Source: an optimization exercise on an open RTL-to-GDS flow (aim: small area, a short achievable clock period and few clock cycles per item). Production flows keep margins and buffers that such runs may drop. Function was checked by simulation only, so behaviour that the tests miss may differ from the original.

File: flow/constraint.sdc
create_clock -name core_clock -period 5.0 [get_ports {CLOCK}]
set_input_delay 1.0000 -clock core_clock [delete_from_list [all_inputs] [get_ports {CLOCK}]]
set_output_delay 1.0000 -clock core_clock [all_outputs]
set_load 0.01 [all_outputs]
File: flow/standard.sh
#!/bin/bash
# synth_recipe.tcl (not shown) runs the flow's synth.tcl, then flattens the netlist and writes it again
# the make line also repeats each setting of config.mk as NAME=value (left out here)
make -C /OpenROAD-flow-scripts/flow DESIGN_CONFIG=/design/flow/config.mk WORK_HOME=/design/flow/orfs CLKGATE_MAP_FILE= SYNTH_SCRIPT=/design/flow/synth_recipe.tcl "${@:-finish}"
File: flow/design.v
module multipli
#(parameter int N = 32)
(
	input  logic                        CLOCK,
	input  logic                        RESET,
	input  logic                        START,
	input  logic signed [N-1:0]         A,B,
	output logic signed [2*N-1:0]       S,
	output logic                        END_MULT
);
logic [1:0] COUNT;
logic [40:0] X, Y;
logic [23:0] LO;
logic XB;
logic go, first, last;
logic [0:0] NF;     
assign go    = START & ~END_MULT;
assign first = ~NF[0];
assign last  = (COUNT == 2'd3);
logic [8:0] ab [1];
always_comb
    for (int k = 0; k < 1; k++)
        ab[k] = NF[k] ? {LO[7:0], XB} : {A[7:0], 1'b0};
logic [3:0] one [1], two [1], ng [1];
logic [32:0] m [4];
logic [32:0] Bl, Bh;
assign Bl = {B[31], B};
assign Bh = {B, 1'b0};
always_comb begin
    for (int k = 0; k < 1; k++)
        for (int i = 0; i < 4; i++) begin
            one[k][i] = ab[k][2*i] ^ ab[k][2*i+1];
            two[k][i] = (ab[k][2*i+2] & ~ab[k][2*i+1] & ~ab[k][2*i]) | (~ab[k][2*i+2] & ab[k][2*i+1] & ab[k][2*i]);
            ng[k][i]  = ab[k][2*i+2] & ~(ab[k][2*i+1] & ab[k][2*i]);
        end
    for (int i = 0; i < 4; i++)
        for (int j = 0; j < 33; j++) begin
            int k;
            k = j * 1 / 33;
            m[i][j] = ((one[k][i] & Bl[j]) | (two[k][i] & Bh[j])) ^ ng[k][i];
        end
end
logic fa_p0, fa_g0;
assign fa_p0 = X[0] ^ Y[0];
assign fa_g0 = X[0] & Y[0];
logic fa_p1, fa_g1;
assign fa_p1 = X[1] ^ Y[1];
assign fa_g1 = X[1] & Y[1];
logic fa_p2, fa_g2;
assign fa_p2 = X[2] ^ Y[2];
assign fa_g2 = X[2] & Y[2];
logic fa_p3, fa_g3;
assign fa_p3 = X[3] ^ Y[3];
assign fa_g3 = X[3] & Y[3];
logic fa_p4, fa_g4;
assign fa_p4 = X[4] ^ Y[4];
assign fa_g4 = X[4] & Y[4];
logic fa_p5, fa_g5;
assign fa_p5 = X[5] ^ Y[5];
assign fa_g5 = X[5] & Y[5];
logic fa_p6, fa_g6;
assign fa_p6 = X[6] ^ Y[6];
assign fa_g6 = X[6] & Y[6];
logic fa_p7, fa_g7;
assign fa_p7 = X[7] ^ Y[7];
assign fa_g7 = X[7] & Y[7];
logic fa_p8, fa_g8;
assign fa_p8 = X[8] ^ Y[8];
assign fa_g8 = X[8] & Y[8];
logic fa_p9, fa_g9;
assign fa_p9 = X[9] ^ Y[9];
assign fa_g9 = X[9] & Y[9];
logic fa_p10, fa_g10;
assign fa_p10 = X[10] ^ Y[10];
assign fa_g10 = X[10] & Y[10];
logic fa_p11, fa_g11;
assign fa_p11 = X[11] ^ Y[11];
assign fa_g11 = X[11] & Y[11];
logic fa_p12, fa_g12;
assign fa_p12 = X[12] ^ Y[12];
assign fa_g12 = X[12] & Y[12];
logic fa_p13, fa_g13;
assign fa_p13 = X[13] ^ Y[13];
assign fa_g13 = X[13] & Y[13];
logic fa_p14, fa_g14;
assign fa_p14 = X[14] ^ Y[14];
assign fa_g14 = X[14] & Y[14];
logic fa_p15, fa_g15;
assign fa_p15 = X[15] ^ Y[15];
assign fa_g15 = X[15] & Y[15];
logic fa_p16, fa_g16;
assign fa_p16 = X[16] ^ Y[16];
assign fa_g16 = X[16] & Y[16];
logic fa_p17, fa_g17;
assign fa_p17 = X[17] ^ Y[17];
assign fa_g17 = X[17] & Y[17];
logic fa_p18, fa_g18;
assign fa_p18 = X[18] ^ Y[18];
assign fa_g18 = X[18] & Y[18];
logic fa_p19, fa_g19;
assign fa_p19 = X[19] ^ Y[19];
assign fa_g19 = X[19] & Y[19];
logic fa_p20, fa_g20;
assign fa_p20 = X[20] ^ Y[20];
assign fa_g20 = X[20] & Y[20];
logic fa_p21, fa_g21;
assign fa_p21 = X[21] ^ Y[21];
assign fa_g21 = X[21] & Y[21];
logic fa_p22, fa_g22;
assign fa_p22 = X[22] ^ Y[22];
assign fa_g22 = X[22] & Y[22];
logic fa_p23, fa_g23;
assign fa_p23 = X[23] ^ Y[23];
assign fa_g23 = X[23] & Y[23];
logic fa_p24, fa_g24;
assign fa_p24 = X[24] ^ Y[24];
assign fa_g24 = X[24] & Y[24];
logic fa_p25, fa_g25;
assign fa_p25 = X[25] ^ Y[25];
assign fa_g25 = X[25] & Y[25];
logic fa_p26, fa_g26;
assign fa_p26 = X[26] ^ Y[26];
assign fa_g26 = X[26] & Y[26];
logic fa_p27, fa_g27;
assign fa_p27 = X[27] ^ Y[27];
assign fa_g27 = X[27] & Y[27];
logic fa_p28, fa_g28;
assign fa_p28 = X[28] ^ Y[28];
assign fa_g28 = X[28] & Y[28];
logic fa_p29, fa_g29;
assign fa_p29 = X[29] ^ Y[29];
assign fa_g29 = X[29] & Y[29];
logic fa_p30, fa_g30;
assign fa_p30 = X[30] ^ Y[30];
assign fa_g30 = X[30] & Y[30];
logic fa_p31, fa_g31;
assign fa_p31 = X[31] ^ Y[31];
assign fa_g31 = X[31] & Y[31];
logic fa_p32, fa_g32;
assign fa_p32 = X[32] ^ Y[32];
assign fa_g32 = X[32] & Y[32];
logic fa_p33, fa_g33;
assign fa_p33 = X[33] ^ Y[33];
assign fa_g33 = X[33] & Y[33];
logic fa_p34, fa_g34;
assign fa_p34 = X[34] ^ Y[34];
assign fa_g34 = X[34] & Y[34];
logic fa_p35, fa_g35;
assign fa_p35 = X[35] ^ Y[35];
assign fa_g35 = X[35] & Y[35];
logic fa_p36, fa_g36;
assign fa_p36 = X[36] ^ Y[36];
assign fa_g36 = X[36] & Y[36];
logic fa_p37, fa_g37;
assign fa_p37 = X[37] ^ Y[37];
assign fa_g37 = X[37] & Y[37];
logic fa_p38, fa_g38;
assign fa_p38 = X[38] ^ Y[38];
assign fa_g38 = X[38] & Y[38];
logic fa_p39, fa_g39;
assign fa_p39 = X[39] ^ Y[39];
assign fa_g39 = X[39] & Y[39];
logic fa_p40, fa_g40;
assign fa_p40 = X[40] ^ Y[40];
assign fa_g40 = X[40] & Y[40];
logic fa_G0_1, fa_P0_1;
assign fa_G0_1 = fa_g0 | (fa_p0 & 1'b0);
assign fa_P0_1 = fa_p0 & 1'b0;
logic fa_G0_3, fa_P0_3;
assign fa_G0_3 = fa_g2 | (fa_p2 & fa_g1);
assign fa_P0_3 = fa_p2 & fa_p1;
logic fa_G0_5, fa_P0_5;
assign fa_G0_5 = fa_g4 | (fa_p4 & fa_g3);
assign fa_P0_5 = fa_p4 & fa_p3;
logic fa_G0_7, fa_P0_7;
assign fa_G0_7 = fa_g6 | (fa_p6 & fa_g5);
assign fa_P0_7 = fa_p6 & fa_p5;
logic fa_G0_9, fa_P0_9;
assign fa_G0_9 = fa_g8 | (fa_p8 & fa_g7);
assign fa_P0_9 = fa_p8 & fa_p7;
logic fa_G0_11, fa_P0_11;
assign fa_G0_11 = fa_g10 | (fa_p10 & fa_g9);
assign fa_P0_11 = fa_p10 & fa_p9;
logic fa_G0_13, fa_P0_13;
assign fa_G0_13 = fa_g12 | (fa_p12 & fa_g11);
assign fa_P0_13 = fa_p12 & fa_p11;
logic fa_G0_15, fa_P0_15;
assign fa_G0_15 = fa_g14 | (fa_p14 & fa_g13);
assign fa_P0_15 = fa_p14 & fa_p13;
logic fa_G0_17, fa_P0_17;
assign fa_G0_17 = fa_g16 | (fa_p16 & fa_g15);
assign fa_P0_17 = fa_p16 & fa_p15;
logic fa_G0_19, fa_P0_19;
assign fa_G0_19 = fa_g18 | (fa_p18 & fa_g17);
assign fa_P0_19 = fa_p18 & fa_p17;
logic fa_G0_21, fa_P0_21;
assign fa_G0_21 = fa_g20 | (fa_p20 & fa_g19);
assign fa_P0_21 = fa_p20 & fa_p19;
logic fa_G0_23, fa_P0_23;
assign fa_G0_23 = fa_g22 | (fa_p22 & fa_g21);
assign fa_P0_23 = fa_p22 & fa_p21;
logic fa_G0_25, fa_P0_25;
assign fa_G0_25 = fa_g24 | (fa_p24 & fa_g23);
assign fa_P0_25 = fa_p24 & fa_p23;
logic fa_G0_27, fa_P0_27;
assign fa_G0_27 = fa_g26 | (fa_p26 & fa_g25);
assign fa_P0_27 = fa_p26 & fa_p25;
logic fa_G0_29, fa_P0_29;
assign fa_G0_29 = fa_g28 | (fa_p28 & fa_g27);
assign fa_P0_29 = fa_p28 & fa_p27;
logic fa_G0_31, fa_P0_31;
assign fa_G0_31 = fa_g30 | (fa_p30 & fa_g29);
assign fa_P0_31 = fa_p30 & fa_p29;
logic fa_G0_33, fa_P0_33;
assign fa_G0_33 = fa_g32 | (fa_p32 & fa_g31);
assign fa_P0_33 = fa_p32 & fa_p31;
logic fa_G0_35, fa_P0_35;
assign fa_G0_35 = fa_g34 | (fa_p34 & fa_g33);
assign fa_P0_35 = fa_p34 & fa_p33;
logic fa_G0_37, fa_P0_37;
assign fa_G0_37 = fa_g36 | (fa_p36 & fa_g35);
assign fa_P0_37 = fa_p36 & fa_p35;
logic fa_G0_39, fa_P0_39;
assign fa_G0_39 = fa_g38 | (fa_p38 & fa_g37);
assign fa_P0_39 = fa_p38 & fa_p37;
logic fa_G0_41, fa_P0_41;
assign fa_G0_41 = fa_g40 | (fa_p40 & fa_g39);
assign fa_P0_41 = fa_p40 & fa_p39;
logic fa_G1_2, fa_P1_2;
assign fa_G1_2 = fa_g1 | (fa_p1 & fa_G0_1);
assign fa_P1_2 = fa_p1 & fa_P0_1;
logic fa_G1_3, fa_P1_3;
assign fa_G1_3 = fa_G0_3 | (fa_P0_3 & fa_G0_1);
assign fa_P1_3 = fa_P0_3 & fa_P0_1;
logic fa_G1_6, fa_P1_6;
assign fa_G1_6 = fa_g5 | (fa_p5 & fa_G0_5);
assign fa_P1_6 = fa_p5 & fa_P0_5;
logic fa_G1_7, fa_P1_7;
assign fa_G1_7 = fa_G0_7 | (fa_P0_7 & fa_G0_5);
assign fa_P1_7 = fa_P0_7 & fa_P0_5;
logic fa_G1_10, fa_P1_10;
assign fa_G1_10 = fa_g9 | (fa_p9 & fa_G0_9);
assign fa_P1_10 = fa_p9 & fa_P0_9;
logic fa_G1_11, fa_P1_11;
assign fa_G1_11 = fa_G0_11 | (fa_P0_11 & fa_G0_9);
assign fa_P1_11 = fa_P0_11 & fa_P0_9;
logic fa_G1_14, fa_P1_14;
assign fa_G1_14 = fa_g13 | (fa_p13 & fa_G0_13);
assign fa_P1_14 = fa_p13 & fa_P0_13;
logic fa_G1_15, fa_P1_15;
assign fa_G1_15 = fa_G0_15 | (fa_P0_15 & fa_G0_13);
assign fa_P1_15 = fa_P0_15 & fa_P0_13;
logic fa_G1_18, fa_P1_18;
assign fa_G1_18 = fa_g17 | (fa_p17 & fa_G0_17);
assign fa_P1_18 = fa_p17 & fa_P0_17;
logic fa_G1_19, fa_P1_19;
assign fa_G1_19 = fa_G0_19 | (fa_P0_19 & fa_G0_17);
assign fa_P1_19 = fa_P0_19 & fa_P0_17;
logic fa_G1_22, fa_P1_22;
assign fa_G1_22 = fa_g21 | (fa_p21 & fa_G0_21);
assign fa_P1_22 = fa_p21 & fa_P0_21;
logic fa_G1_23, fa_P1_23;
assign fa_G1_23 = fa_G0_23 | (fa_P0_23 & fa_G0_21);
assign fa_P1_23 = fa_P0_23 & fa_P0_21;
logic fa_G1_26, fa_P1_26;
assign fa_G1_26 = fa_g25 | (fa_p25 & fa_G0_25);
assign fa_P1_26 = fa_p25 & fa_P0_25;
logic fa_G1_27, fa_P1_27;
assign fa_G1_27 = fa_G0_27 | (fa_P0_27 & fa_G0_25);
assign fa_P1_27 = fa_P0_27 & fa_P0_25;
logic fa_G1_30, fa_P1_30;
assign fa_G1_30 = fa_g29 | (fa_p29 & fa_G0_29);
assign fa_P1_30 = fa_p29 & fa_P0_29;
logic fa_G1_31, fa_P1_31;
assign fa_G1_31 = fa_G0_31 | (fa_P0_31 & fa_G0_29);
assign fa_P1_31 = fa_P0_31 & fa_P0_29;
logic fa_G1_34, fa_P1_34;
assign fa_G1_34 = fa_g33 | (fa_p33 & fa_G0_33);
assign fa_P1_34 = fa_p33 & fa_P0_33;
logic fa_G1_35, fa_P1_35;
assign fa_G1_35 = fa_G0_35 | (fa_P0_35 & fa_G0_33);
assign fa_P1_35 = fa_P0_35 & fa_P0_33;
logic fa_G1_38, fa_P1_38;
assign fa_G1_38 = fa_g37 | (fa_p37 & fa_G0_37);
assign fa_P1_38 = fa_p37 & fa_P0_37;
logic fa_G1_39, fa_P1_39;
assign fa_G1_39 = fa_G0_39 | (fa_P0_39 & fa_G0_37);
assign fa_P1_39 = fa_P0_39 & fa_P0_37;
logic fa_G2_4, fa_P2_4;
assign fa_G2_4 = fa_g3 | (fa_p3 & fa_G1_3);
assign fa_P2_4 = fa_p3 & fa_P1_3;
logic fa_G2_5, fa_P2_5;
assign fa_G2_5 = fa_G0_5 | (fa_P0_5 & fa_G1_3);
assign fa_P2_5 = fa_P0_5 & fa_P1_3;
logic fa_G2_6, fa_P2_6;
assign fa_G2_6 = fa_G1_6 | (fa_P1_6 & fa_G1_3);
assign fa_P2_6 = fa_P1_6 & fa_P1_3;
logic fa_G2_7, fa_P2_7;
assign fa_G2_7 = fa_G1_7 | (fa_P1_7 & fa_G1_3);
assign fa_P2_7 = fa_P1_7 & fa_P1_3;
logic fa_G2_12, fa_P2_12;
assign fa_G2_12 = fa_g11 | (fa_p11 & fa_G1_11);
assign fa_P2_12 = fa_p11 & fa_P1_11;
logic fa_G2_13, fa_P2_13;
assign fa_G2_13 = fa_G0_13 | (fa_P0_13 & fa_G1_11);
assign fa_P2_13 = fa_P0_13 & fa_P1_11;
logic fa_G2_14, fa_P2_14;
assign fa_G2_14 = fa_G1_14 | (fa_P1_14 & fa_G1_11);
assign fa_P2_14 = fa_P1_14 & fa_P1_11;
logic fa_G2_15, fa_P2_15;
assign fa_G2_15 = fa_G1_15 | (fa_P1_15 & fa_G1_11);
assign fa_P2_15 = fa_P1_15 & fa_P1_11;
logic fa_G2_20, fa_P2_20;
assign fa_G2_20 = fa_g19 | (fa_p19 & fa_G1_19);
assign fa_P2_20 = fa_p19 & fa_P1_19;
logic fa_G2_21, fa_P2_21;
assign fa_G2_21 = fa_G0_21 | (fa_P0_21 & fa_G1_19);
assign fa_P2_21 = fa_P0_21 & fa_P1_19;
logic fa_G2_22, fa_P2_22;
assign fa_G2_22 = fa_G1_22 | (fa_P1_22 & fa_G1_19);
assign fa_P2_22 = fa_P1_22 & fa_P1_19;
logic fa_G2_23, fa_P2_23;
assign fa_G2_23 = fa_G1_23 | (fa_P1_23 & fa_G1_19);
assign fa_P2_23 = fa_P1_23 & fa_P1_19;
logic fa_G2_28, fa_P2_28;
assign fa_G2_28 = fa_g27 | (fa_p27 & fa_G1_27);
assign fa_P2_28 = fa_p27 & fa_P1_27;
logic fa_G2_29, fa_P2_29;
assign fa_G2_29 = fa_G0_29 | (fa_P0_29 & fa_G1_27);
assign fa_P2_29 = fa_P0_29 & fa_P1_27;
logic fa_G2_30, fa_P2_30;
assign fa_G2_30 = fa_G1_30 | (fa_P1_30 & fa_G1_27);
assign fa_P2_30 = fa_P1_30 & fa_P1_27;
logic fa_G2_31, fa_P2_31;
assign fa_G2_31 = fa_G1_31 | (fa_P1_31 & fa_G1_27);
assign fa_P2_31 = fa_P1_31 & fa_P1_27;
logic fa_G2_36, fa_P2_36;
assign fa_G2_36 = fa_g35 | (fa_p35 & fa_G1_35);
assign fa_P2_36 = fa_p35 & fa_P1_35;
logic fa_G2_37, fa_P2_37;
assign fa_G2_37 = fa_G0_37 | (fa_P0_37 & fa_G1_35);
assign fa_P2_37 = fa_P0_37 & fa_P1_35;
logic fa_G2_38, fa_P2_38;
assign fa_G2_38 = fa_G1_38 | (fa_P1_38 & fa_G1_35);
assign fa_P2_38 = fa_P1_38 & fa_P1_35;
logic fa_G2_39, fa_P2_39;
assign fa_G2_39 = fa_G1_39 | (fa_P1_39 & fa_G1_35);
assign fa_P2_39 = fa_P1_39 & fa_P1_35;
logic fa_G3_8, fa_P3_8;
assign fa_G3_8 = fa_g7 | (fa_p7 & fa_G2_7);
assign fa_P3_8 = fa_p7 & fa_P2_7;
logic fa_G3_9, fa_P3_9;
assign fa_G3_9 = fa_G0_9 | (fa_P0_9 & fa_G2_7);
assign fa_P3_9 = fa_P0_9 & fa_P2_7;
logic fa_G3_10, fa_P3_10;
assign fa_G3_10 = fa_G1_10 | (fa_P1_10 & fa_G2_7);
assign fa_P3_10 = fa_P1_10 & fa_P2_7;
logic fa_G3_11, fa_P3_11;
assign fa_G3_11 = fa_G1_11 | (fa_P1_11 & fa_G2_7);
assign fa_P3_11 = fa_P1_11 & fa_P2_7;
logic fa_G3_12, fa_P3_12;
assign fa_G3_12 = fa_G2_12 | (fa_P2_12 & fa_G2_7);
assign fa_P3_12 = fa_P2_12 & fa_P2_7;
logic fa_G3_13, fa_P3_13;
assign fa_G3_13 = fa_G2_13 | (fa_P2_13 & fa_G2_7);
assign fa_P3_13 = fa_P2_13 & fa_P2_7;
logic fa_G3_14, fa_P3_14;
assign fa_G3_14 = fa_G2_14 | (fa_P2_14 & fa_G2_7);
assign fa_P3_14 = fa_P2_14 & fa_P2_7;
logic fa_G3_15, fa_P3_15;
assign fa_G3_15 = fa_G2_15 | (fa_P2_15 & fa_G2_7);
assign fa_P3_15 = fa_P2_15 & fa_P2_7;
logic fa_G3_24, fa_P3_24;
assign fa_G3_24 = fa_g23 | (fa_p23 & fa_G2_23);
assign fa_P3_24 = fa_p23 & fa_P2_23;
logic fa_G3_25, fa_P3_25;
assign fa_G3_25 = fa_G0_25 | (fa_P0_25 & fa_G2_23);
assign fa_P3_25 = fa_P0_25 & fa_P2_23;
logic fa_G3_26, fa_P3_26;
assign fa_G3_26 = fa_G1_26 | (fa_P1_26 & fa_G2_23);
assign fa_P3_26 = fa_P1_26 & fa_P2_23;
logic fa_G3_27, fa_P3_27;
assign fa_G3_27 = fa_G1_27 | (fa_P1_27 & fa_G2_23);
assign fa_P3_27 = fa_P1_27 & fa_P2_23;
logic fa_G3_28, fa_P3_28;
assign fa_G3_28 = fa_G2_28 | (fa_P2_28 & fa_G2_23);
assign fa_P3_28 = fa_P2_28 & fa_P2_23;
logic fa_G3_29, fa_P3_29;
assign fa_G3_29 = fa_G2_29 | (fa_P2_29 & fa_G2_23);
assign fa_P3_29 = fa_P2_29 & fa_P2_23;
logic fa_G3_30, fa_P3_30;
assign fa_G3_30 = fa_G2_30 | (fa_P2_30 & fa_G2_23);
assign fa_P3_30 = fa_P2_30 & fa_P2_23;
logic fa_G3_31, fa_P3_31;
assign fa_G3_31 = fa_G2_31 | (fa_P2_31 & fa_G2_23);
assign fa_P3_31 = fa_P2_31 & fa_P2_23;
logic fa_G3_40, fa_P3_40;
assign fa_G3_40 = fa_g39 | (fa_p39 & fa_G2_39);
assign fa_P3_40 = fa_p39 & fa_P2_39;
logic fa_G3_41, fa_P3_41;
assign fa_G3_41 = fa_G0_41 | (fa_P0_41 & fa_G2_39);
assign fa_P3_41 = fa_P0_41 & fa_P2_39;
logic fa_G4_16, fa_P4_16;
assign fa_G4_16 = fa_g15 | (fa_p15 & fa_G3_15);
assign fa_P4_16 = fa_p15 & fa_P3_15;
logic fa_G4_17, fa_P4_17;
assign fa_G4_17 = fa_G0_17 | (fa_P0_17 & fa_G3_15);
assign fa_P4_17 = fa_P0_17 & fa_P3_15;
logic fa_G4_18, fa_P4_18;
assign fa_G4_18 = fa_G1_18 | (fa_P1_18 & fa_G3_15);
assign fa_P4_18 = fa_P1_18 & fa_P3_15;
logic fa_G4_19, fa_P4_19;
assign fa_G4_19 = fa_G1_19 | (fa_P1_19 & fa_G3_15);
assign fa_P4_19 = fa_P1_19 & fa_P3_15;
logic fa_G4_20, fa_P4_20;
assign fa_G4_20 = fa_G2_20 | (fa_P2_20 & fa_G3_15);
assign fa_P4_20 = fa_P2_20 & fa_P3_15;
logic fa_G4_21, fa_P4_21;
assign fa_G4_21 = fa_G2_21 | (fa_P2_21 & fa_G3_15);
assign fa_P4_21 = fa_P2_21 & fa_P3_15;
logic fa_G4_22, fa_P4_22;
assign fa_G4_22 = fa_G2_22 | (fa_P2_22 & fa_G3_15);
assign fa_P4_22 = fa_P2_22 & fa_P3_15;
logic fa_G4_23, fa_P4_23;
assign fa_G4_23 = fa_G2_23 | (fa_P2_23 & fa_G3_15);
assign fa_P4_23 = fa_P2_23 & fa_P3_15;
logic fa_G4_24, fa_P4_24;
assign fa_G4_24 = fa_G3_24 | (fa_P3_24 & fa_G3_15);
assign fa_P4_24 = fa_P3_24 & fa_P3_15;
logic fa_G4_25, fa_P4_25;
assign fa_G4_25 = fa_G3_25 | (fa_P3_25 & fa_G3_15);
assign fa_P4_25 = fa_P3_25 & fa_P3_15;
logic fa_G4_26, fa_P4_26;
assign fa_G4_26 = fa_G3_26 | (fa_P3_26 & fa_G3_15);
assign fa_P4_26 = fa_P3_26 & fa_P3_15;
logic fa_G4_27, fa_P4_27;
assign fa_G4_27 = fa_G3_27 | (fa_P3_27 & fa_G3_15);
assign fa_P4_27 = fa_P3_27 & fa_P3_15;
logic fa_G4_28, fa_P4_28;
assign fa_G4_28 = fa_G3_28 | (fa_P3_28 & fa_G3_15);
assign fa_P4_28 = fa_P3_28 & fa_P3_15;
logic fa_G4_29, fa_P4_29;
assign fa_G4_29 = fa_G3_29 | (fa_P3_29 & fa_G3_15);
assign fa_P4_29 = fa_P3_29 & fa_P3_15;
logic fa_G4_30, fa_P4_30;
assign fa_G4_30 = fa_G3_30 | (fa_P3_30 & fa_G3_15);
assign fa_P4_30 = fa_P3_30 & fa_P3_15;
logic fa_G4_31, fa_P4_31;
assign fa_G4_31 = fa_G3_31 | (fa_P3_31 & fa_G3_15);
assign fa_P4_31 = fa_P3_31 & fa_P3_15;
logic fa_G5_32, fa_P5_32;
assign fa_G5_32 = fa_g31 | (fa_p31 & fa_G4_31);
assign fa_P5_32 = fa_p31 & fa_P4_31;
logic fa_G5_33, fa_P5_33;
assign fa_G5_33 = fa_G0_33 | (fa_P0_33 & fa_G4_31);
assign fa_P5_33 = fa_P0_33 & fa_P4_31;
logic fa_G5_34, fa_P5_34;
assign fa_G5_34 = fa_G1_34 | (fa_P1_34 & fa_G4_31);
assign fa_P5_34 = fa_P1_34 & fa_P4_31;
logic fa_G5_35, fa_P5_35;
assign fa_G5_35 = fa_G1_35 | (fa_P1_35 & fa_G4_31);
assign fa_P5_35 = fa_P1_35 & fa_P4_31;
logic fa_G5_36, fa_P5_36;
assign fa_G5_36 = fa_G2_36 | (fa_P2_36 & fa_G4_31);
assign fa_P5_36 = fa_P2_36 & fa_P4_31;
logic fa_G5_37, fa_P5_37;
assign fa_G5_37 = fa_G2_37 | (fa_P2_37 & fa_G4_31);
assign fa_P5_37 = fa_P2_37 & fa_P4_31;
logic fa_G5_38, fa_P5_38;
assign fa_G5_38 = fa_G2_38 | (fa_P2_38 & fa_G4_31);
assign fa_P5_38 = fa_P2_38 & fa_P4_31;
logic fa_G5_39, fa_P5_39;
assign fa_G5_39 = fa_G2_39 | (fa_P2_39 & fa_G4_31);
assign fa_P5_39 = fa_P2_39 & fa_P4_31;
logic fa_G5_40, fa_P5_40;
assign fa_G5_40 = fa_G3_40 | (fa_P3_40 & fa_G4_31);
assign fa_P5_40 = fa_P3_40 & fa_P4_31;
logic fa_G5_41, fa_P5_41;
assign fa_G5_41 = fa_G3_41 | (fa_P3_41 & fa_G4_31);
assign fa_P5_41 = fa_P3_41 & fa_P4_31;
logic fa_s0;
assign fa_s0 = fa_p0 ^ 1'b0;
logic fa_s1;
assign fa_s1 = fa_p1 ^ fa_G0_1;
logic fa_s2;
assign fa_s2 = fa_p2 ^ fa_G1_2;
logic fa_s3;
assign fa_s3 = fa_p3 ^ fa_G1_3;
logic fa_s4;
assign fa_s4 = fa_p4 ^ fa_G2_4;
logic fa_s5;
assign fa_s5 = fa_p5 ^ fa_G2_5;
logic fa_s6;
assign fa_s6 = fa_p6 ^ fa_G2_6;
logic fa_s7;
assign fa_s7 = fa_p7 ^ fa_G2_7;
logic fa_s8;
assign fa_s8 = fa_p8 ^ fa_G3_8;
logic fa_s9;
assign fa_s9 = fa_p9 ^ fa_G3_9;
logic fa_s10;
assign fa_s10 = fa_p10 ^ fa_G3_10;
logic fa_s11;
assign fa_s11 = fa_p11 ^ fa_G3_11;
logic fa_s12;
assign fa_s12 = fa_p12 ^ fa_G3_12;
logic fa_s13;
assign fa_s13 = fa_p13 ^ fa_G3_13;
logic fa_s14;
assign fa_s14 = fa_p14 ^ fa_G3_14;
logic fa_s15;
assign fa_s15 = fa_p15 ^ fa_G3_15;
logic fa_s16;
assign fa_s16 = fa_p16 ^ fa_G4_16;
logic fa_s17;
assign fa_s17 = fa_p17 ^ fa_G4_17;
logic fa_s18;
assign fa_s18 = fa_p18 ^ fa_G4_18;
logic fa_s19;
assign fa_s19 = fa_p19 ^ fa_G4_19;
logic fa_s20;
assign fa_s20 = fa_p20 ^ fa_G4_20;
logic fa_s21;
assign fa_s21 = fa_p21 ^ fa_G4_21;
logic fa_s22;
assign fa_s22 = fa_p22 ^ fa_G4_22;
logic fa_s23;
assign fa_s23 = fa_p23 ^ fa_G4_23;
logic fa_s24;
assign fa_s24 = fa_p24 ^ fa_G4_24;
logic fa_s25;
assign fa_s25 = fa_p25 ^ fa_G4_25;
logic fa_s26;
assign fa_s26 = fa_p26 ^ fa_G4_26;
logic fa_s27;
assign fa_s27 = fa_p27 ^ fa_G4_27;
logic fa_s28;
assign fa_s28 = fa_p28 ^ fa_G4_28;
logic fa_s29;
assign fa_s29 = fa_p29 ^ fa_G4_29;
logic fa_s30;
assign fa_s30 = fa_p30 ^ fa_G4_30;
logic fa_s31;
assign fa_s31 = fa_p31 ^ fa_G4_31;
logic fa_s32;
assign fa_s32 = fa_p32 ^ fa_G5_32;
logic fa_s33;
assign fa_s33 = fa_p33 ^ fa_G5_33;
logic fa_s34;
assign fa_s34 = fa_p34 ^ fa_G5_34;
logic fa_s35;
assign fa_s35 = fa_p35 ^ fa_G5_35;
logic fa_s36;
assign fa_s36 = fa_p36 ^ fa_G5_36;
logic fa_s37;
assign fa_s37 = fa_p37 ^ fa_G5_37;
logic fa_s38;
assign fa_s38 = fa_p38 ^ fa_G5_38;
logic fa_s39;
assign fa_s39 = fa_p39 ^ fa_G5_39;
logic fa_s40;
assign fa_s40 = fa_p40 ^ fa_G5_40;
logic [40:0] F;
assign F = {fa_s40, fa_s39, fa_s38, fa_s37, fa_s36, fa_s35, fa_s34, fa_s33, fa_s32, fa_s31, fa_s30, fa_s29, fa_s28, fa_s27, fa_s26, fa_s25, fa_s24, fa_s23, fa_s22, fa_s21, fa_s20, fa_s19, fa_s18, fa_s17, fa_s16, fa_s15, fa_s14, fa_s13, fa_s12, fa_s11, fa_s10, fa_s9, fa_s8, fa_s7, fa_s6, fa_s5, fa_s4, fa_s3, fa_s2, fa_s1, fa_s0};
logic [32:0] na;
always_comb begin
    na = '0;
    for (int k = 0; k < 16; k++)
        na[2*k] = A[2*k+1] & ~(A[2*k] & (k == 0 ? 1'b0 : A[2*k-1]));
end
logic [32:0] ag;
assign ag = first ? na : F[40:8];
logic hs0;
logic hc0;
logic fs0;
logic fc0;
logic fs1;
logic fc1;
logic fs2;
logic fc2;
logic fs3;
logic fc3;
logic fs4;
logic fc4;
logic fs5;
logic fc5;
logic fs6;
logic fc6;
logic fs7;
logic fc7;
logic fs8;
logic fc8;
logic fs9;
logic fc9;
logic fs10;
logic fc10;
logic fs11;
logic fc11;
logic fs12;
logic fc12;
logic fs13;
logic fc13;
logic fs14;
logic fc14;
logic fs15;
logic fc15;
logic fs16;
logic fc16;
logic fs17;
logic fc17;
logic fs18;
logic fc18;
logic fs19;
logic fc19;
logic fs20;
logic fc20;
logic fs21;
logic fc21;
logic fs22;
logic fc22;
logic fs23;
logic fc23;
logic fs24;
logic fc24;
logic fs25;
logic fc25;
logic hs1;
logic hc1;
logic hs2;
logic hc2;
logic fs26;
logic fc26;
logic fs27;
logic fc27;
logic fs28;
logic fc28;
logic fs29;
logic fc29;
logic fs30;
logic fc30;
logic fs31;
logic fc31;
logic fs32;
logic fc32;
logic fs33;
logic fc33;
logic fs34;
logic fc34;
logic fs35;
logic fc35;
logic fs36;
logic fc36;
logic fs37;
logic fc37;
logic fs38;
logic fc38;
logic fs39;
logic fc39;
logic fs40;
logic fc40;
logic fs41;
logic fc41;
logic fs42;
logic fc42;
logic fs43;
logic fc43;
logic fs44;
logic fc44;
logic fs45;
logic fc45;
logic fs46;
logic fc46;
logic fs47;
logic fc47;
logic fs48;
logic fc48;
logic fs49;
logic fc49;
logic fs50;
logic fc50;
logic fs51;
logic fc51;
logic fs52;
logic fc52;
logic fs53;
logic fc53;
logic fs54;
logic fc54;
logic fs55;
logic fc55;
logic hs3;
logic hc3;
logic hs4;
logic hc4;
logic fs56;
logic fc56;
logic fs57;
logic fc57;
logic fs58;
logic fc58;
logic fs59;
logic fc59;
logic fs60;
logic fc60;
logic fs61;
logic fc61;
logic fs62;
logic fc62;
logic fs63;
logic fc63;
logic fs64;
logic fc64;
logic fs65;
logic fc65;
logic fs66;
logic fc66;
logic fs67;
logic fc67;
logic fs68;
logic fc68;
logic fs69;
logic fc69;
logic fs70;
logic fc70;
logic fs71;
logic fc71;
logic fs72;
logic fc72;
logic fs73;
logic fc73;
logic fs74;
logic fc74;
logic fs75;
logic fc75;
logic fs76;
logic fc76;
logic fs77;
logic fc77;
logic fs78;
logic fc78;
logic fs79;
logic fc79;
logic fs80;
logic fc80;
logic fs81;
logic fc81;
logic fs82;
logic fc82;
logic fs83;
logic fc83;
logic fs84;
logic fc84;
logic fs85;
logic fc85;
logic fs86;
logic fc86;
logic fs87;
logic fc87;
logic fs88;
logic fc88;
logic fs89;
logic fc89;
logic hs5;
logic hc5;
assign hs0 = m[0][6] ^ m[1][4];
assign hc0 = m[0][6] & m[1][4];
assign fs0 = m[0][7] ^ m[1][5] ^ m[2][3];
assign fc0 = (m[0][7] & m[1][5]) | (m[0][7] & m[2][3]) | (m[1][5] & m[2][3]);
assign fs1 = m[0][8] ^ m[1][6] ^ m[2][4];
assign fc1 = (m[0][8] & m[1][6]) | (m[0][8] & m[2][4]) | (m[1][6] & m[2][4]);
assign fs2 = m[0][9] ^ m[1][7] ^ m[2][5];
assign fc2 = (m[0][9] & m[1][7]) | (m[0][9] & m[2][5]) | (m[1][7] & m[2][5]);
assign fs3 = m[0][10] ^ m[1][8] ^ m[2][6];
assign fc3 = (m[0][10] & m[1][8]) | (m[0][10] & m[2][6]) | (m[1][8] & m[2][6]);
assign fs4 = m[0][11] ^ m[1][9] ^ m[2][7];
assign fc4 = (m[0][11] & m[1][9]) | (m[0][11] & m[2][7]) | (m[1][9] & m[2][7]);
assign fs5 = m[0][12] ^ m[1][10] ^ m[2][8];
assign fc5 = (m[0][12] & m[1][10]) | (m[0][12] & m[2][8]) | (m[1][10] & m[2][8]);
assign fs6 = m[0][13] ^ m[1][11] ^ m[2][9];
assign fc6 = (m[0][13] & m[1][11]) | (m[0][13] & m[2][9]) | (m[1][11] & m[2][9]);
assign fs7 = m[0][14] ^ m[1][12] ^ m[2][10];
assign fc7 = (m[0][14] & m[1][12]) | (m[0][14] & m[2][10]) | (m[1][12] & m[2][10]);
assign fs8 = m[0][15] ^ m[1][13] ^ m[2][11];
assign fc8 = (m[0][15] & m[1][13]) | (m[0][15] & m[2][11]) | (m[1][13] & m[2][11]);
assign fs9 = m[0][16] ^ m[1][14] ^ m[2][12];
assign fc9 = (m[0][16] & m[1][14]) | (m[0][16] & m[2][12]) | (m[1][14] & m[2][12]);
assign fs10 = m[0][17] ^ m[1][15] ^ m[2][13];
assign fc10 = (m[0][17] & m[1][15]) | (m[0][17] & m[2][13]) | (m[1][15] & m[2][13]);
assign fs11 = m[0][18] ^ m[1][16] ^ m[2][14];
assign fc11 = (m[0][18] & m[1][16]) | (m[0][18] & m[2][14]) | (m[1][16] & m[2][14]);
assign fs12 = m[0][19] ^ m[1][17] ^ m[2][15];
assign fc12 = (m[0][19] & m[1][17]) | (m[0][19] & m[2][15]) | (m[1][17] & m[2][15]);
assign fs13 = m[0][20] ^ m[1][18] ^ m[2][16];
assign fc13 = (m[0][20] & m[1][18]) | (m[0][20] & m[2][16]) | (m[1][18] & m[2][16]);
assign fs14 = m[0][21] ^ m[1][19] ^ m[2][17];
assign fc14 = (m[0][21] & m[1][19]) | (m[0][21] & m[2][17]) | (m[1][19] & m[2][17]);
assign fs15 = m[0][22] ^ m[1][20] ^ m[2][18];
assign fc15 = (m[0][22] & m[1][20]) | (m[0][22] & m[2][18]) | (m[1][20] & m[2][18]);
assign fs16 = m[0][23] ^ m[1][21] ^ m[2][19];
assign fc16 = (m[0][23] & m[1][21]) | (m[0][23] & m[2][19]) | (m[1][21] & m[2][19]);
assign fs17 = m[0][24] ^ m[1][22] ^ m[2][20];
assign fc17 = (m[0][24] & m[1][22]) | (m[0][24] & m[2][20]) | (m[1][22] & m[2][20]);
assign fs18 = m[0][25] ^ m[1][23] ^ m[2][21];
assign fc18 = (m[0][25] & m[1][23]) | (m[0][25] & m[2][21]) | (m[1][23] & m[2][21]);
assign fs19 = m[0][26] ^ m[1][24] ^ m[2][22];
assign fc19 = (m[0][26] & m[1][24]) | (m[0][26] & m[2][22]) | (m[1][24] & m[2][22]);
assign fs20 = m[0][27] ^ m[1][25] ^ m[2][23];
assign fc20 = (m[0][27] & m[1][25]) | (m[0][27] & m[2][23]) | (m[1][25] & m[2][23]);
assign fs21 = m[0][28] ^ m[1][26] ^ m[2][24];
assign fc21 = (m[0][28] & m[1][26]) | (m[0][28] & m[2][24]) | (m[1][26] & m[2][24]);
assign fs22 = m[0][29] ^ m[1][27] ^ m[2][25];
assign fc22 = (m[0][29] & m[1][27]) | (m[0][29] & m[2][25]) | (m[1][27] & m[2][25]);
assign fs23 = m[0][30] ^ m[1][28] ^ m[2][26];
assign fc23 = (m[0][30] & m[1][28]) | (m[0][30] & m[2][26]) | (m[1][28] & m[2][26]);
assign fs24 = m[0][31] ^ m[1][29] ^ m[2][27];
assign fc24 = (m[0][31] & m[1][29]) | (m[0][31] & m[2][27]) | (m[1][29] & m[2][27]);
assign fs25 = ~m[0][32] ^ m[1][30] ^ m[2][28];
assign fc25 = (~m[0][32] & m[1][30]) | (~m[0][32] & m[2][28]) | (m[1][30] & m[2][28]);
assign hs1 = 1'b1 ^ m[1][31];
assign hc1 = 1'b1 & m[1][31];
assign hs2 = m[0][4] ^ m[1][2];
assign hc2 = m[0][4] & m[1][2];
assign fs26 = m[0][5] ^ m[1][3] ^ m[2][1];
assign fc26 = (m[0][5] & m[1][3]) | (m[0][5] & m[2][1]) | (m[1][3] & m[2][1]);
assign fs27 = m[2][2] ^ m[3][0] ^ hs0;
assign fc27 = (m[2][2] & m[3][0]) | (m[2][2] & hs0) | (m[3][0] & hs0);
assign fs28 = m[3][1] ^ hc0 ^ ag[7];
assign fc28 = (m[3][1] & hc0) | (m[3][1] & ag[7]) | (hc0 & ag[7]);
assign fs29 = m[3][2] ^ ag[8] ^ fc0;
assign fc29 = (m[3][2] & ag[8]) | (m[3][2] & fc0) | (ag[8] & fc0);
assign fs30 = m[3][3] ^ ag[9] ^ fc1;
assign fc30 = (m[3][3] & ag[9]) | (m[3][3] & fc1) | (ag[9] & fc1);
assign fs31 = m[3][4] ^ ag[10] ^ fc2;
assign fc31 = (m[3][4] & ag[10]) | (m[3][4] & fc2) | (ag[10] & fc2);
assign fs32 = m[3][5] ^ ag[11] ^ fc3;
assign fc32 = (m[3][5] & ag[11]) | (m[3][5] & fc3) | (ag[11] & fc3);
assign fs33 = m[3][6] ^ ag[12] ^ fc4;
assign fc33 = (m[3][6] & ag[12]) | (m[3][6] & fc4) | (ag[12] & fc4);
assign fs34 = m[3][7] ^ ag[13] ^ fc5;
assign fc34 = (m[3][7] & ag[13]) | (m[3][7] & fc5) | (ag[13] & fc5);
assign fs35 = m[3][8] ^ ag[14] ^ fc6;
assign fc35 = (m[3][8] & ag[14]) | (m[3][8] & fc6) | (ag[14] & fc6);
assign fs36 = m[3][9] ^ ag[15] ^ fc7;
assign fc36 = (m[3][9] & ag[15]) | (m[3][9] & fc7) | (ag[15] & fc7);
assign fs37 = m[3][10] ^ ag[16] ^ fc8;
assign fc37 = (m[3][10] & ag[16]) | (m[3][10] & fc8) | (ag[16] & fc8);
assign fs38 = m[3][11] ^ ag[17] ^ fc9;
assign fc38 = (m[3][11] & ag[17]) | (m[3][11] & fc9) | (ag[17] & fc9);
assign fs39 = m[3][12] ^ ag[18] ^ fc10;
assign fc39 = (m[3][12] & ag[18]) | (m[3][12] & fc10) | (ag[18] & fc10);
assign fs40 = m[3][13] ^ ag[19] ^ fc11;
assign fc40 = (m[3][13] & ag[19]) | (m[3][13] & fc11) | (ag[19] & fc11);
assign fs41 = m[3][14] ^ ag[20] ^ fc12;
assign fc41 = (m[3][14] & ag[20]) | (m[3][14] & fc12) | (ag[20] & fc12);
assign fs42 = m[3][15] ^ ag[21] ^ fc13;
assign fc42 = (m[3][15] & ag[21]) | (m[3][15] & fc13) | (ag[21] & fc13);
assign fs43 = m[3][16] ^ ag[22] ^ fc14;
assign fc43 = (m[3][16] & ag[22]) | (m[3][16] & fc14) | (ag[22] & fc14);
assign fs44 = m[3][17] ^ ag[23] ^ fc15;
assign fc44 = (m[3][17] & ag[23]) | (m[3][17] & fc15) | (ag[23] & fc15);
assign fs45 = m[3][18] ^ ag[24] ^ fc16;
assign fc45 = (m[3][18] & ag[24]) | (m[3][18] & fc16) | (ag[24] & fc16);
assign fs46 = m[3][19] ^ ag[25] ^ fc17;
assign fc46 = (m[3][19] & ag[25]) | (m[3][19] & fc17) | (ag[25] & fc17);
assign fs47 = m[3][20] ^ ag[26] ^ fc18;
assign fc47 = (m[3][20] & ag[26]) | (m[3][20] & fc18) | (ag[26] & fc18);
assign fs48 = m[3][21] ^ ag[27] ^ fc19;
assign fc48 = (m[3][21] & ag[27]) | (m[3][21] & fc19) | (ag[27] & fc19);
assign fs49 = m[3][22] ^ ag[28] ^ fc20;
assign fc49 = (m[3][22] & ag[28]) | (m[3][22] & fc20) | (ag[28] & fc20);
assign fs50 = m[3][23] ^ ag[29] ^ fc21;
assign fc50 = (m[3][23] & ag[29]) | (m[3][23] & fc21) | (ag[29] & fc21);
assign fs51 = m[3][24] ^ ag[30] ^ fc22;
assign fc51 = (m[3][24] & ag[30]) | (m[3][24] & fc22) | (ag[30] & fc22);
assign fs52 = m[3][25] ^ ag[31] ^ fc23;
assign fc52 = (m[3][25] & ag[31]) | (m[3][25] & fc23) | (ag[31] & fc23);
assign fs53 = m[3][26] ^ ~ag[32] ^ fc24;
assign fc53 = (m[3][26] & ~ag[32]) | (m[3][26] & fc24) | (~ag[32] & fc24);
assign fs54 = m[2][29] ^ m[3][27] ^ hs1;
assign fc54 = (m[2][29] & m[3][27]) | (m[2][29] & hs1) | (m[3][27] & hs1);
assign fs55 = ~m[1][32] ^ m[2][30] ^ m[3][28];
assign fc55 = (~m[1][32] & m[2][30]) | (~m[1][32] & m[3][28]) | (m[2][30] & m[3][28]);
assign hs3 = 1'b1 ^ m[2][31];
assign hc3 = 1'b1 & m[2][31];
assign hs4 = m[0][2] ^ m[1][0];
assign hc4 = m[0][2] & m[1][0];
assign fs56 = m[0][3] ^ m[1][1] ^ ag[3];
assign fc56 = (m[0][3] & m[1][1]) | (m[0][3] & ag[3]) | (m[1][1] & ag[3]);
assign fs57 = m[2][0] ^ hs2 ^ ag[4];
assign fc57 = (m[2][0] & hs2) | (m[2][0] & ag[4]) | (hs2 & ag[4]);
assign fs58 = hc2 ^ ag[5] ^ fs26;
assign fc58 = (hc2 & ag[5]) | (hc2 & fs26) | (ag[5] & fs26);
assign fs59 = ag[6] ^ fc26 ^ fs27;
assign fc59 = (ag[6] & fc26) | (ag[6] & fs27) | (fc26 & fs27);
assign fs60 = fs0 ^ fc27 ^ fs28;
assign fc60 = (fs0 & fc27) | (fs0 & fs28) | (fc27 & fs28);
assign fs61 = fs1 ^ fc28 ^ fs29;
assign fc61 = (fs1 & fc28) | (fs1 & fs29) | (fc28 & fs29);
assign fs62 = fs2 ^ fc29 ^ fs30;
assign fc62 = (fs2 & fc29) | (fs2 & fs30) | (fc29 & fs30);
assign fs63 = fs3 ^ fc30 ^ fs31;
assign fc63 = (fs3 & fc30) | (fs3 & fs31) | (fc30 & fs31);
assign fs64 = fs4 ^ fc31 ^ fs32;
assign fc64 = (fs4 & fc31) | (fs4 & fs32) | (fc31 & fs32);
assign fs65 = fs5 ^ fc32 ^ fs33;
assign fc65 = (fs5 & fc32) | (fs5 & fs33) | (fc32 & fs33);
assign fs66 = fs6 ^ fc33 ^ fs34;
assign fc66 = (fs6 & fc33) | (fs6 & fs34) | (fc33 & fs34);
assign fs67 = fs7 ^ fc34 ^ fs35;
assign fc67 = (fs7 & fc34) | (fs7 & fs35) | (fc34 & fs35);
assign fs68 = fs8 ^ fc35 ^ fs36;
assign fc68 = (fs8 & fc35) | (fs8 & fs36) | (fc35 & fs36);
assign fs69 = fs9 ^ fc36 ^ fs37;
assign fc69 = (fs9 & fc36) | (fs9 & fs37) | (fc36 & fs37);
assign fs70 = fs10 ^ fc37 ^ fs38;
assign fc70 = (fs10 & fc37) | (fs10 & fs38) | (fc37 & fs38);
assign fs71 = fs11 ^ fc38 ^ fs39;
assign fc71 = (fs11 & fc38) | (fs11 & fs39) | (fc38 & fs39);
assign fs72 = fs12 ^ fc39 ^ fs40;
assign fc72 = (fs12 & fc39) | (fs12 & fs40) | (fc39 & fs40);
assign fs73 = fs13 ^ fc40 ^ fs41;
assign fc73 = (fs13 & fc40) | (fs13 & fs41) | (fc40 & fs41);
assign fs74 = fs14 ^ fc41 ^ fs42;
assign fc74 = (fs14 & fc41) | (fs14 & fs42) | (fc41 & fs42);
assign fs75 = fs15 ^ fc42 ^ fs43;
assign fc75 = (fs15 & fc42) | (fs15 & fs43) | (fc42 & fs43);
assign fs76 = fs16 ^ fc43 ^ fs44;
assign fc76 = (fs16 & fc43) | (fs16 & fs44) | (fc43 & fs44);
assign fs77 = fs17 ^ fc44 ^ fs45;
assign fc77 = (fs17 & fc44) | (fs17 & fs45) | (fc44 & fs45);
assign fs78 = fs18 ^ fc45 ^ fs46;
assign fc78 = (fs18 & fc45) | (fs18 & fs46) | (fc45 & fs46);
assign fs79 = fs19 ^ fc46 ^ fs47;
assign fc79 = (fs19 & fc46) | (fs19 & fs47) | (fc46 & fs47);
assign fs80 = fs20 ^ fc47 ^ fs48;
assign fc80 = (fs20 & fc47) | (fs20 & fs48) | (fc47 & fs48);
assign fs81 = fs21 ^ fc48 ^ fs49;
assign fc81 = (fs21 & fc48) | (fs21 & fs49) | (fc48 & fs49);
assign fs82 = fs22 ^ fc49 ^ fs50;
assign fc82 = (fs22 & fc49) | (fs22 & fs50) | (fc49 & fs50);
assign fs83 = fs23 ^ fc50 ^ fs51;
assign fc83 = (fs23 & fc50) | (fs23 & fs51) | (fc50 & fs51);
assign fs84 = fs24 ^ fc51 ^ fs52;
assign fc84 = (fs24 & fc51) | (fs24 & fs52) | (fc51 & fs52);
assign fs85 = fs25 ^ fc52 ^ fs53;
assign fc85 = (fs25 & fc52) | (fs25 & fs53) | (fc52 & fs53);
assign fs86 = fc25 ^ fc53 ^ fs54;
assign fc86 = (fc25 & fc53) | (fc25 & fs54) | (fc53 & fs54);
assign fs87 = hc1 ^ fs55 ^ fc54;
assign fc87 = (hc1 & fs55) | (hc1 & fc54) | (fs55 & fc54);
assign fs88 = m[3][29] ^ hs3 ^ fc55;
assign fc88 = (m[3][29] & hs3) | (m[3][29] & fc55) | (hs3 & fc55);
assign fs89 = ~m[2][32] ^ m[3][30] ^ hc3;
assign fc89 = (~m[2][32] & m[3][30]) | (~m[2][32] & hc3) | (m[3][30] & hc3);
assign hs5 = 1'b1 ^ m[3][31];
assign hc5 = 1'b1 & m[3][31];
always_ff @(posedge CLOCK or negedge RESET) begin
    if (!RESET) begin
        END_MULT <= 1'b0;
        COUNT    <= '0;
        NF       <= '0;
    end else begin
        if (go) begin
            COUNT    <= last ? '0 : COUNT + 1'b1;
            END_MULT <= last;
            NF       <= {1{~last}};
        end else if (!START) begin
            END_MULT <= 1'b0;
        end
    end
end
always_ff @(posedge CLOCK) begin
    if (!END_MULT) begin
        X[0] <= m[0][0];
        X[1] <= m[0][1];
        X[2] <= hs4;
        X[3] <= hc4;
        X[4] <= fc56;
        X[5] <= fc57;
        X[6] <= fc58;
        X[7] <= fc59;
        X[8] <= fc60;
        X[9] <= fc61;
        X[10] <= fc62;
        X[11] <= fc63;
        X[12] <= fc64;
        X[13] <= fc65;
        X[14] <= fc66;
        X[15] <= fc67;
        X[16] <= fc68;
        X[17] <= fc69;
        X[18] <= fc70;
        X[19] <= fc71;
        X[20] <= fc72;
        X[21] <= fc73;
        X[22] <= fc74;
        X[23] <= fc75;
        X[24] <= fc76;
        X[25] <= fc77;
        X[26] <= fc78;
        X[27] <= fc79;
        X[28] <= fc80;
        X[29] <= fc81;
        X[30] <= fc82;
        X[31] <= fc83;
        X[32] <= fc84;
        X[33] <= fc85;
        X[34] <= fc86;
        X[35] <= fc87;
        X[36] <= fc88;
        X[37] <= fc89;
        X[38] <= hc5;
        X[39] <= 1'b1;
        X[40] <= 1'b1;
        Y[0] <= ag[0];
        Y[1] <= ag[1];
        Y[2] <= ag[2];
        Y[3] <= fs56;
        Y[4] <= fs57;
        Y[5] <= fs58;
        Y[6] <= fs59;
        Y[7] <= fs60;
        Y[8] <= fs61;
        Y[9] <= fs62;
        Y[10] <= fs63;
        Y[11] <= fs64;
        Y[12] <= fs65;
        Y[13] <= fs66;
        Y[14] <= fs67;
        Y[15] <= fs68;
        Y[16] <= fs69;
        Y[17] <= fs70;
        Y[18] <= fs71;
        Y[19] <= fs72;
        Y[20] <= fs73;
        Y[21] <= fs74;
        Y[22] <= fs75;
        Y[23] <= fs76;
        Y[24] <= fs77;
        Y[25] <= fs78;
        Y[26] <= fs79;
        Y[27] <= fs80;
        Y[28] <= fs81;
        Y[29] <= fs82;
        Y[30] <= fs83;
        Y[31] <= fs84;
        Y[32] <= fs85;
        Y[33] <= fs86;
        Y[34] <= fs87;
        Y[35] <= fs88;
        Y[36] <= fs89;
        Y[37] <= hs5;
        Y[38] <= ~m[3][32];
        Y[39] <= 1'b0;
        Y[40] <= 1'b0;
        LO <= first ? A[31:8] : {F[7:0], LO[23:8]};
    end
end
always_ff @(posedge CLOCK) begin
    XB <= NF[0] ? LO[7] : A[7];
end
assign S = {F[39:0], LO};
endmodule
File: flow/flow/run.sh
#!/bin/bash
# Layout flow: the standard flow (standard.sh), with the port buffers
# that global placement inserts made from sky130_fd_sc_hd__buf_1 instead of
# the default pick; the resizer upsizes them where timing or slew needs it.
set -e
export BUFFER_PORTS_ARGS="-buffer_cell sky130_fd_sc_hd__buf_1"
bash standard.sh > standard.log 2>&1
File: flow/config.mk
export PLATFORM = sky130hd
export DESIGN_NAME = multipli
export DESIGN_NICKNAME = multipli
export VERILOG_FILES = /design/flow/design.v
export SDC_FILE = /design/flow/constraint.sdc
export NUM_CORES = 4
export LEC_CHECK = 0
export ABC_AREA = 1
export CAP_MARGIN = 20
export CORE_MARGIN = 2
export CORE_UTILIZATION = 40
export SETUP_SLACK_MARGIN = 1.0
export SLEW_MARGIN = 20
==> results of run 1 <==
[cells by family (layout without fill, tap and decap cells)]
family / Yosys count / in the layout / synth area share, %
buffers and inverters: 309 / 381 / 12.9
and+or+nand+nor: 359 / 359 / 13.4
xor gates and xnor gates: 146 / 146 / 11.5
AOI/OAI and AO/OA: 188 / 189 / 11.2
adders and majority gates: 142 / 142 / 22.4
DFF: 107 / 107 / 28.6
[worst max-delay path, cell delays in order (launching register included)]
cell	delay, ns
sky130_fd_sc_hd__edfxtp_1	0.48
sky130_fd_sc_hd__ha_1	0.32
sky130_fd_sc_hd__nand3_1	0.08
sky130_fd_sc_hd__nand3_2	0.10
sky130_fd_sc_hd__nand2_1	0.07
sky130_fd_sc_hd__nand2_2	0.14
sky130_fd_sc_hd__nand2_1	0.11
sky130_fd_sc_hd__nand2_4	0.14
sky130_fd_sc_hd__nand2_2	0.08
sky130_fd_sc_hd__nand2_4	0.11
sky130_fd_sc_hd__inv_1	0.06
sky130_fd_sc_hd__fa_1	0.40
sky130_fd_sc_hd__xnor2_2	0.20
sky130_fd_sc_hd__clkbuf_2	0.17
[stage by stage]
step	util [%]	setup WS (ns)	std cells	hold slack, ns
floorplan	-	1.19	1251	0.446
CTS	43.1	0.999	1699	0.445
global route	43.4	0.992	1702	0.447
global placement	42.0	0.637	1682	0.460
finish	43.4	1.17	1702	0.454
detailed placement	42.0	0.648	1682	0.481
[sequential cells by signal (all words and copies together) (netlist names)]
name,flops
XB,1
LO,24
NF,1
Y,39
COUNT,2
X,39
END_MULT,1
[worst min path at each step]
stage / from / end / slack (ns)
2_1_floorplan: COUNT[1]$_DFFE_PN0P_ / COUNT[1]$_DFFE_PN0P_ / 0.45
3_5_place_dp: COUNT[1]$_DFFE_PN0P_ / COUNT[1]$_DFFE_PN0P_ / 0.48
3_3_place_gp: COUNT[1]$_DFFE_PN0P_ / COUNT[1]$_DFFE_PN0P_ / 0.46
6_report: RESET / COUNT[1]$_DFFE_PN0P_ / 0.45
5_1_grt: RESET / END_MULT$_DFFE_PN0P_ / 0.45
4_1_cts: RESET / COUNT[1]$_DFFE_PN0P_ / 0.44
[layer usage]
layer  up-vias  track usage, %  share of wire [%]
met3        43            3.40                6.1
met5         -               0                  0
met2       260            34.6                 48
met4         0            7.43                3.0
li1       4139               -                  -
met1      4211            27.4                 42
[placed cells by master (no fill, tap or decap), types with 4 or more instances in the layout]
master                      count
sky130_fd_sc_hd__xnor2_1       98
sky130_fd_sc_hd__xor2_1        47
sky130_fd_sc_hd__a21oi_1       40
sky130_fd_sc_hd__edfxtp_1     102
sky130_fd_sc_hd__or2_4          4
sky130_fd_sc_hd__clkbuf_16      9
sky130_fd_sc_hd__buf_4         15
sky130_fd_sc_hd__fa_1          95
sky130_fd_sc_hd__nand2_2       10
sky130_fd_sc_hd__o22ai_1      110
sky130_fd_sc_hd__nand2_1      257
sky130_fd_sc_hd__and2_1         4
sky130_fd_sc_hd__nand3_1       40
sky130_fd_sc_hd__o21ai_0        6
sky130_fd_sc_hd__inv_1        211
sky130_fd_sc_hd__ha_1          47
sky130_fd_sc_hd__nor2_1        31
sky130_fd_sc_hd__buf_1        130
sky130_fd_sc_hd__inv_2          4
sky130_fd_sc_hd__o22ai_2       14
sky130_fd_sc_hd__a21oi_2        6
[repair_timing]
item,CTS,global route
setup endpoints to repair,37,42
cloned,0,1
pin swaps,1,1
buffers inserted,1,2
gates resized for setup,2,12
[layout make-up]
cell class                 instances  area (um^2)  area share, %
timing repair buffer             147          617           5.16
sequential                       107         3190           26.7
clock inverter                     7         67.6          0.566
inverter                         218          827           6.92
tap                              378          473           3.96
multi-input combinational        836         6550           54.8
clock buffer                       9          225           1.89
==> run notes, run 1 <==
- The maximum frequency from static timing analysis is 261 MHz.
- Global routing consumed, over all layers together, 20.8% of the routing resources.
- The cell area after synthesis is 11100 um^2.
- The mean cell area of the mapped netlist is 8.89 um^2.
- The length in cells of the worst reg-to-reg path is 13.
- The minimum period implied by the final worst setup slack is 3.83 ns.
- The fraction of registers with async set or reset after synthesis is 3.74%.
- The type of destination of the critical path is a primary output.
- The number of distinct library cell variants in the gate-level netlist after synthesis is 42.
- The critical path ends at S[56].
- During synthesis, Yosys emitted a total of 6 warnings.
- The final weighted congestion in routability-driven placement is 0.891.
- The detailed placer's ending HPWL is 22600 um.
- At the worst endpoint, the arrival time is 2.83 ns.
- The post-synthesis net count is 1460.
- The fill cell total of the finished layout is 2721.
- Once layout is done, the placed cells without fillers occupy 11900 um^2.
- The launching point of the worst reg2reg path is NF$_DFFE_PN0P_.
- Setup violations remaining at the end of the flow were counted as 0.
- The measured slew at the worst slew-check pin is 0.751 ns.
- The die covers 29200 um^2.
- The number of antenna violations at the first check in global routing came to 0.
- For this configuration, the core starts out at a cell density of 40.4%.
- The clock root buffer is sky130_fd_sc_hd__clkbuf_16.
- In this run the cell area measured after placement is 11600 um^2.
- Using the TritonRoute via totals, the vias-per-cell ratio works out to 5.08.
- The fraction of layout cells with a size suffix above 1 is 6.50%.
- The maximum clock insertion buffer count is 2.
- The core area is 27600 um^2.
- Headroom to the max-slew limit came out at 49.9%.
- The area growth from synthesis to layout is 7.40%.
- After the last flow step, the layout net total stands at 1528.
- STA classifies the critical path startpoint as a register.
- Setup repair after global routing could not meet its margin everywhere.
- After technology mapping, the gate count stands at 1251.
- The most used flip-flop cell after synthesis is sky130_fd_sc_hd__edfxtp_1.
- The count of port buffers added during placement is 131.
- In the finished design, the share of the clock period the worst path needs comes to 76.7%.
- The die is 171 um tall.
- The cell row count is 61.
- In this run the worst path has a maximum fanout of 7.
- TritonCTS built the clock tree.
- During I/O placement, the number of pins put on the boundary was 132.
- TritonCTS created 9 clock buffers.
- By area the synthesized netlist is led by sky130_fd_sc_hd__edfxtp_1 28%, sky130_fd_sc_hd__fa_1 17%, sky130_fd_sc_hd__nand2_1 8.7%.
- Of all cell types, the one taking the most synthesized area is sky130_fd_sc_hd__edfxtp_1.
- The post-detailed-route wirelength per cell is 17.6 um.
- The number of vias after detailed routing is 8653.
- The final wirelength is 29900 um.
- The maximum number of pins on one net before global-route repair is 58.
- Summed over its instances, the top area cell type makes up 27.5% of the synthesized netlist area.
- The wire length of the first global-routing pass is 46000 um.
- Counting flops with a built-in enable in the synthesized netlist gives 102.
- The critical path starts at X[1]$_DFFE_PN_.
- The final antenna-violating net count is 0.
- The flow ran to the end and the layout has no timing, DRC or antenna violations.
- The via count of the first global-routing pass was 8413.
- The count of final hold-check violations is 0.
- The most common cell in the netlist is sky130_fd_sc_hd__nand2_1.
- The portion of the post-synthesis area used by sequential elements is 28.6%.
- The die is 171 um wide.
- Across the run, the number of max-cap violations was 0.
- The post-detailed-route DRC marker count is 0.
- The synthesized flop and latch total is 107.
- The clock net sink count is 107.
- The remaining global-route overflow is 0.
- Clock-pin slew was measured on the worst setup and hold paths at 0.08 ns.
- The clock arrives with 0.00936 ns of skew.
- Setup slack on the worst reg-to-reg path comes out at 1.21 ns.
- In the final timing run, aggregate negative setup slack is 0 ns.
- The count of routing violations after the opening detailed-route iteration is 745.
- The critical path class is register to primary output.
- The capturing point of the worst reg2reg path is Y[12]$_DFFE_PN_.
- The worst hold path belongs to the class input port to async pin.
- The number of diodes added for antenna fixing is 0.
- The count of pins over their slew limit is 0.
- By count the netlist is led by 258 x sky130_fd_sc_hd__nand2_1, 213 x sky130_fd_sc_hd__inv_1, 110 x sky130_fd_sc_hd__o22ai_1.
- The later pin in the worst-skew pair is clocked with a latency of 0.37 ns.
- For the worst setup path, the data required time is 4.00 ns.
- The detailed-routing iteration count for the pre-antenna-repair pass is 5.
- In this run the number of H-tree levels came out at 3.
- The number of buffers added to fix hold violations after cts is 0.
Testbench counts, summed over its fixed seeds: cycles 7,992, items 1,600.
==> inputs of run 2 (changes only) <==
--- a/flow/config.mk
+++ b/flow/config.mk
@@ -6,8 +6,7 @@
 export NUM_CORES = 4
 export LEC_CHECK = 0
-export ABC_AREA = 1
 export CAP_MARGIN = 20
 export CORE_MARGIN = 2
 export CORE_UTILIZATION = 40
-export SETUP_SLACK_MARGIN = 1.0
+export SETUP_SLACK_MARGIN = 0.8
 export SLEW_MARGIN = 20
==> run notes, run 2 <==
- The flow ran to the end and the layout has no timing, DRC or antenna violations.
- The count of final hold-check violations is 0 (unchanged).
- The most prevalent standard cell on the critical path is sky130_fd_sc_hd__a21o_1.
- The number of antenna violations at the first check in global routing is 3 (+3).
- The final wirelength is 28800 um (-3.7%).
- The critical path is of the register to primary output type.
- The type of the tightest min-delay check is input port to async pin.
- The maximum number of pins on one net before global-route repair is 56 (-3.4%).
- The worst slew margin relative to its limit is 49.6% (-0.34 points).
- TritonCTS built the clock tree.
- The die span in y came to 169 um (-1.1%).
- The clock net sink count was 107 (unchanged).
- The detailed-routing iteration count for the pre-antenna-repair pass is 7 (+2).
- The type of element launching the critical path is a register.
- The clock-pin transition on the worst setup and hold timing paths was 0.08 ns (about the same).
- The number of enable-type register cells in the synthesized netlist is 102 (unchanged).
- The number of distinct library cell variants in the gate-level netlist after synthesis came to 61 (+45%).
- The count of port buffers added during placement is 131 (unchanged).
- The filler-free cell count of the finished design was 1453 (-15%).
- By count the netlist is led by 122 x sky130_fd_sc_hd__a22oi_1, 115 x sky130_fd_sc_hd__inv_1, 109 x sky130_fd_sc_hd__xnor2_1.
- The post-detailed-route DRC marker count is 0 (unchanged).
- The cell area after synthesis came to 10900 um^2 (-2.3%).
- The number of buffers added by the clock tree synthesis step is 9 (unchanged).
- Of all cell types, the one taking the most synthesized area is sky130_fd_sc_hd__edfxtp_1.
- The leading register cell type out of synthesis is sky130_fd_sc_hd__edfxtp_1.
- The area used by multi-input combinational logic was 6790 um^2 (+3.6%).
- The share of the clock period used by the worst path after layout is 83.1% (+6.4 points).
- The number of vias after detailed routing is 7954 (-8.1%).
- The area of all placed cells without fillers was 11900 um^2 (-0.38%).
- The floorplan die area is 28500 um^2 (-2.3%).
- In the post-synthesis netlist, the cell with the most instances is sky130_fd_sc_hd__a22oi_1.
- The register cell area after layout is 3180 um^2 (about the same).
- The routed via count divided by cell count came to 5.47 (+7.7%).
- The number of nets in the finished design is 1314 (-14%).
- The cell row count is 60 (-1.6%).
- In the post-synthesis netlist, the biggest area contributors are sky130_fd_sc_hd__edfxtp_1 28%, sky130_fd_sc_hd__fa_1 17%, sky130_fd_sc_hd__xnor2_1 8.8%.
- The fraction of registers with async set or reset after synthesis was 3.74% (unchanged).
- The post-detailed-route wirelength per cell is 19.8 um (+13%).
- The number of buffers added to fix hold violations after cts is 0 (unchanged).
- The library cells used most frequently in the layout, excluding fill and tap cells, are 127 x sky130_fd_sc_hd__buf_1, 122 x sky130_fd_sc_hd__a22oi_1, 114 x sky130_fd_sc_hd__inv_1.
- Setup repair after global routing could not meet its margin everywhere.
- The count of routing violations after the opening detailed-route iteration is 815 (+9.4%).
- The measured slew at the worst slew-check pin was 0.755 ns (+0.00426 ns).
- The portion of the post-synthesis area used by sequential elements is 29.3% (+0.68 points).
- The slowest stage of the critical path belongs to the cell sky130_fd_sc_hd__edfxtp_1.
- The total cell area at the placement stage is 11400 um^2 (-1.3%).
## run 2: changes by cell type in the layout (fill, tap and decap cells not counted), sizes merged, moves of 8 or more
cell   previous run  this run
a21o              2        15
inv             221       116
nand2           269        59
o21ai            11        20
o22ai           124         3
mux2i             0         8
a21oi            46        31
a22oi             0       122
nor3              2        11
and3              1        14
xnor2            99       109
mux2              0        24
nand3            41        10
## run 2: area by class of cell
type,instances,area share (%)
flip-flops and latches,107,26.8
inverters,115,3.65
diodes,2,0.0420
clock buffers,9,1.89
clock inverters,7,0.652
multi-input cells,717,57.0
repair buffers,155,6.42
well taps,341,3.58
## run 2: critical path, delay by kind of cell, from the launching register on
| family | cells | cell delay (ns) |
|---|---|---|
| buf+inv | 2 | 0.35 |
| fa+ha+maj | 1 | 0.30 |
| compound gates | 5 | 1.23 |
| simple gates | 2 | 0.27 |
| flops | 1 | 0.41 |
| xor+xnor | 1 | 0.24 |
## run 2: timing repair
action | 4_1_cts | 5_1_grt
buffers inserted | 1 | 5
pin swaps | 1 | 7
resized for setup | 6 | 25
endpoints found under the setup margin | 7 | 27
## run 2: kinds of logic (layout without fill, tap and decap cells)
| kind of cell | after synthesis | in the layout | synth area share (%) |
|---|---|---|---|
| adders and majority gates | 142 | 142 | 22.9 |
| buffers and inverters | 238 | 286 | 9.79 |
| DFF | 107 | 107 | 29.3 |
| other | 0 | 2 | 0 |
| xor gates and xnor gates | 158 | 158 | 12.7 |
| muxes | 32 | 32 | 3.22 |
| AOI/OAI and AO/OA | 232 | 232 | 15.5 |
| and+or+nand+nor | 153 | 153 | 6.55 |
## run 2: metrics by stage
stage / setup WS, ns / utilization, %
finish: 0.847 / 44.4
global route: 0.756 / 44.4
CTS: 0.786 / 43.8
detailed placement: 0.718 / 42.6
global placement: 0.743 / 42.6
floorplan: 0.925 / -
## run 2: path summary, 6_finish.rpt
| check | startpoint | to | slack [ns] | cells past startpoint |
|---|---|---|---|---|
| max reg2reg | X[24]$_DFFE_PN_ | Y[32]$_DFFE_PN_ | 0.98 | 12 |
| min reg2reg | COUNT[1]$_DFFE_PN0P_ | COUNT[1]$_DFFE_PN0P_ | 0.52 | 1 |
| min | RESET | COUNT[0]$_DFFE_PN0P_ | 0.45 | 1 |
| min in group core_clock | COUNT[1]$_DFFE_PN0P_ | COUNT[1]$_DFFE_PN0P_ | 0.52 | 1 |
| max | Y[1]$_SDFFCE_PN0N_ | S[58] | 0.85 | 11 |
| max in group asynchronous | RESET | NF$_DFFE_PN0P_ | 4.35 | 1 |
## run 2: routing by layer
metal,global-route usage [%],vias to the layer above
li1,-,3694
met1,28.5,3900
met2,32.2,334
met3,4.35,24
met4,5.17,2
met5,0,-

static timing again, ports no longer ideal:
In the flow no input, the clock included, has a driving cell. The finished layouts below were timed again as built, in two steps. Step 1 (the two cells are an assumption about what drives the block):
set clk [get_ports {CLOCK}]
set_driving_cell -lib_cell sky130_fd_sc_hd__clkbuf_16 $clk
set_driving_cell -lib_cell sky130_fd_sc_hd__buf_2 [delete_from_list [all_inputs] $clk]
Step 2 times the ports against the registers' clock, not the clock port: input delays grow and output delays shrink by t, the midpoint of the rising clock arrivals with the driver on. Slacks: no drivers / after step 1 / after step 2; pairs: no drivers / after step 1.
| run | shift t [ns] | slack for setup (ns) | clock arrival spread, ns |
|---|---|---|---|
| run 1 | 0.413 | 1.166 / 1.120 / 0.831 | 0.010 / 0.010 |
| run 2 | 0.397 | 0.847 / 0.803 / 0.664 | 0.016 / 0.016 |
After both steps every run listed still meets setup and hold. The setup slack of run 1, which loses most, moves by -0.046 ns with the drivers and by -0.335 ns with both steps.
